This design comes from an exercise in tuning for small area on the open sky130 flow, not from production work.
In this exercise RTL edits were held to simulation tests only and were not proved equivalent to the original.
Power figures rest on the tool's default switching activity, not on a simulated workload.

== job 7381 ==
Design recursive_ma_fir, start of the top module:
module recursive_ma_fir(
	input logic clk, input logic reset_n,
	input  logic signed [15:0] d,
	output logic signed [15:0] q_8tap,
	output logic signed [15:0] q_rma
	);
==> flow/config.mk <==
export PLATFORM = sky130hd
export DESIGN_NAME = recursive_ma_fir
export DESIGN_NICKNAME = recursive_ma_fir
export VERILOG_FILES = /design/flow/design.v
export SDC_FILE = /design/flow/constraint.sdc
export NUM_CORES = 4
export LEC_CHECK = 0
export CAP_MARGIN = 20
export CORE_MARGIN = 2
export CORE_UTILIZATION = 65
export PLACE_DENSITY = 0.75
export SLEW_MARGIN = 20
export SYNTH_HIERARCHICAL = 1
export SYNTH_MINIMUM_KEEP_SIZE = 0
==> flow/constraint.sdc <==
create_clock -name core_clock -period 7.0 [get_ports {clk}]
set_input_delay 1.4000 -clock core_clock [delete_from_list [all_inputs] [get_ports {clk}]]
set_output_delay 1.4000 -clock core_clock [all_outputs]
set_load 0.01 [all_outputs]
standard.sh (not shown) runs the stock make flow with config.mk's settings and CLKGATE_MAP_FILE= SYNTH_SCRIPT=/design/flow/synth_recipe.tcl, a recipe that flattens the netlist after the stock synthesis.
==> flow/flow/run.sh <==
#!/bin/bash
# The standard layout (standard.sh, standard synthesis unchanged) with
# two changes: the port buffers are buf_1 instead of the flow's default
# delay buffer, and clock tree synthesis inserts no dummy loads and uses a
# smaller clock buffer. The full make output goes to flow.log here.
set -euo pipefail
bash standard.sh \
  "BUFFER_PORTS_ARGS=-buffer_cell sky130_fd_sc_hd__buf_1" \
  "CTS_ARGS=-sink_clustering_enable -repair_clock_nets -dont_use_dummy_load -buf_list {sky130_fd_sc_hd__clkbuf_4 sky130_fd_sc_hd__clkbuf_8}" \
  finish > flow.log 2>&1
Input changes introduced in job 2544 (baseline for comparison: job 7381):
# job 7381
export LEC_CHECK = 0
export CAP_MARGIN = 20
export CORE_MARGIN = 2
export CORE_UTILIZATION = 65
export PLACE_DENSITY = 0.75
export SLEW_MARGIN = 20
export SYNTH_HIERARCHICAL = 1
export SYNTH_MINIMUM_KEEP_SIZE = 0
create_clock -name core_clock -period 7.0 [get_ports {clk}]
# job 2544
export LEC_CHECK = 0
export CAP_MARGIN = 20
export CORE_MARGIN = 2
export CORE_UTILIZATION = 40
export SLEW_MARGIN = 20
export SYNTH_HIERARCHICAL = 1
export SYNTH_MINIMUM_KEEP_SIZE = 0
create_clock -name core_clock -period 7.0 [get_ports {clk}]
--- a/flow/flow/run.sh
+++ b/flow/flow/run.sh
@@ -9 +9 @@
-  "CTS_ARGS=-sink_clustering_enable -repair_clock_nets -dont_use_dummy_load -buf_list {sky130_fd_sc_hd__clkbuf_4 sky130_fd_sc_hd__clkbuf_8}" \
+  "CTS_ARGS=-sink_clustering_enable -repair_clock_nets -dont_use_dummy_load -buf_list sky130_fd_sc_hd__clkbuf_8" \
Results
On core region area, job 2544 does worse than job 7381. Looking at required time at the worst-slack endpoint across job 2544 and job 7381, the one that comes out higher is job 2544. In the reports for job 2544 and job 7381, the smaller clock latency on the worst-skew pair belongs to job 7381. Taking job 7381 as the reference, in job 2544 clock power saw an increase, area overhead of the layout relative to synthesis climbed 1.8 points, total wirelength of the detailed-routed design went up about 6.4%. Non-clock buffer total of the final layout of job 2544 exceeds that of job 7381 slightly. Comparing job 2544 and job 7381, the lower final cell count without fillers was measured on job 7381.
Input-level comparison between job 2263 and job 2544:
==> flow/run.sh (new file) <==
#!/bin/bash
# synth_recipe.tcl (not shown) runs the flow's synth.tcl, then flattens the netlist and writes it again
# the make line also repeats each setting of config.mk as NAME=value (left out here)
make -C /OpenROAD-flow-scripts/flow DESIGN_CONFIG=/design/flow/config.mk WORK_HOME=/design/flow/orfs CLKGATE_MAP_FILE= SYNTH_SCRIPT=/design/flow/synth_recipe.tcl finish
removed: flow/flow/run.sh
removed: flow/standard.sh
==> comparison <==
For the met1 capacity usage during global routing, job 2263 came in 0.77 points higher than job 2544 did. [compare] base=job 2544 new=job 2263: final total power now larger; cell area now larger; utilization now larger; headroom to the max-slew limit now smaller. First-pass GRT wire length went down slightly going from job 2544 to job 2263. Changes observed in job 2263 relative to job 2544: hold slack +0.013 ns; arrival time reported for the critical path endpoint saw an increase.
> inputs changed (job 2263 -> job 2565)
# job 2263
export LEC_CHECK = 0
export CAP_MARGIN = 20
export CORE_MARGIN = 2
export CORE_UTILIZATION = 40
export SLEW_MARGIN = 20
export SYNTH_HIERARCHICAL = 1
export SYNTH_MINIMUM_KEEP_SIZE = 0
create_clock -name core_clock -period 7.0 [get_ports {clk}]
# job 2565
export LEC_CHECK = 0
export CAP_MARGIN = 20
export CORE_MARGIN = 2
export CORE_UTILIZATION = 65
export PLACE_DENSITY = 0.75
export SLEW_MARGIN = 20
export SYNTH_HIERARCHICAL = 1
export SYNTH_MINIMUM_KEEP_SIZE = 0
create_clock -name core_clock -period 7.0 [get_ports {clk}]
==> flow/flow/run.sh (new file) <==
#!/bin/bash
# The standard layout (standard.sh, standard synthesis unchanged) with
# two changes: the port buffers are buf_1 instead of the flow's default
# delay buffer, and clock tree synthesis inserts no dummy loads and uses a
# smaller clock buffer. The full make output goes to flow.log here.
set -euo pipefail
bash standard.sh \
  "BUFFER_PORTS_ARGS=-buffer_cell sky130_fd_sc_hd__buf_1" \
  "CTS_ARGS=-sink_clustering_enable -repair_clock_nets -dont_use_dummy_load -buf_list sky130_fd_sc_hd__clkbuf_8 -sink_clustering_size 40 -sink_clustering_max_diameter 150" \
  finish > flow.log 2>&1
==> flow/standard.sh (new file) <==
#!/bin/bash
# synth_recipe.tcl (not shown) runs the flow's synth.tcl, then flattens the netlist and writes it again
# the make line also repeats each setting of config.mk as NAME=value (left out here)
make -C /OpenROAD-flow-scripts/flow DESIGN_CONFIG=/design/flow/config.mk WORK_HOME=/design/flow/orfs CLKGATE_MAP_FILE= SYNTH_SCRIPT=/design/flow/synth_recipe.tcl "${@:-finish}"
removed: flow/run.sh
- Both conditions hold for job 2565: the flow ran to the end and the final layout passed the timing, design-rule and antenna checks.
- Job 2565 — first-pass iteration count of the detailed router 1 lower, job 2263 as reference
- Lower count of plain and timing-repair buffers was reported by job 2565, not job 2263.
- Global-route usage over all layers (higher): job 2565
- Job 2263 has a higher smallest hold slack than job 2565.
- | count of clock-buffer cells in the layout | job 2263 vs job 2565 | ≈ equal |

==> re-timing with driven ports <==
Ports are ideal in the flow. The routed layouts listed here were re-timed in OpenROAD. Step 1 sets driving cells, clkbuf_16 on the clock port and buf_2 on the other inputs (assumed; they add their load-dependent delay and slew). Step 2 times the ports against the registers' clock, not the clock port: input delays grow and output delays shrink by t, the midpoint of the rising clock arrivals with the driver on. Slacks: ideal ports / drivers / drivers and shift; pairs: ideal ports / drivers.
run | shift t [ns] | slack for setup (ns) | hold slack, ns | worst setup path at the end | cell pins on the clock port's net
job 7381 | 0.439 | 0.181 / 0.188 / -0.250 | 0.301 / 0.301 / 0.301 | input to register | 1
job 2544 | 0.458 | 0.177 / 0.191 / -0.267 | 0.312 / 0.312 / 0.312 | input to register | 1
job 2263 | 0.456 | 0.137 / 0.153 / -0.303 | 0.325 / 0.325 / 0.325 | input to register | 1
job 2565 | 0.439 | 0.181 / 0.188 / -0.250 | 0.301 / 0.301 / 0.301 | input to register | 1
With both steps, setup timing fails in every run listed, where it was met with ideal ports. The setup slack of job 2544, which loses most, moves by +0.014 ns with the drivers and by -0.444 ns with both steps.
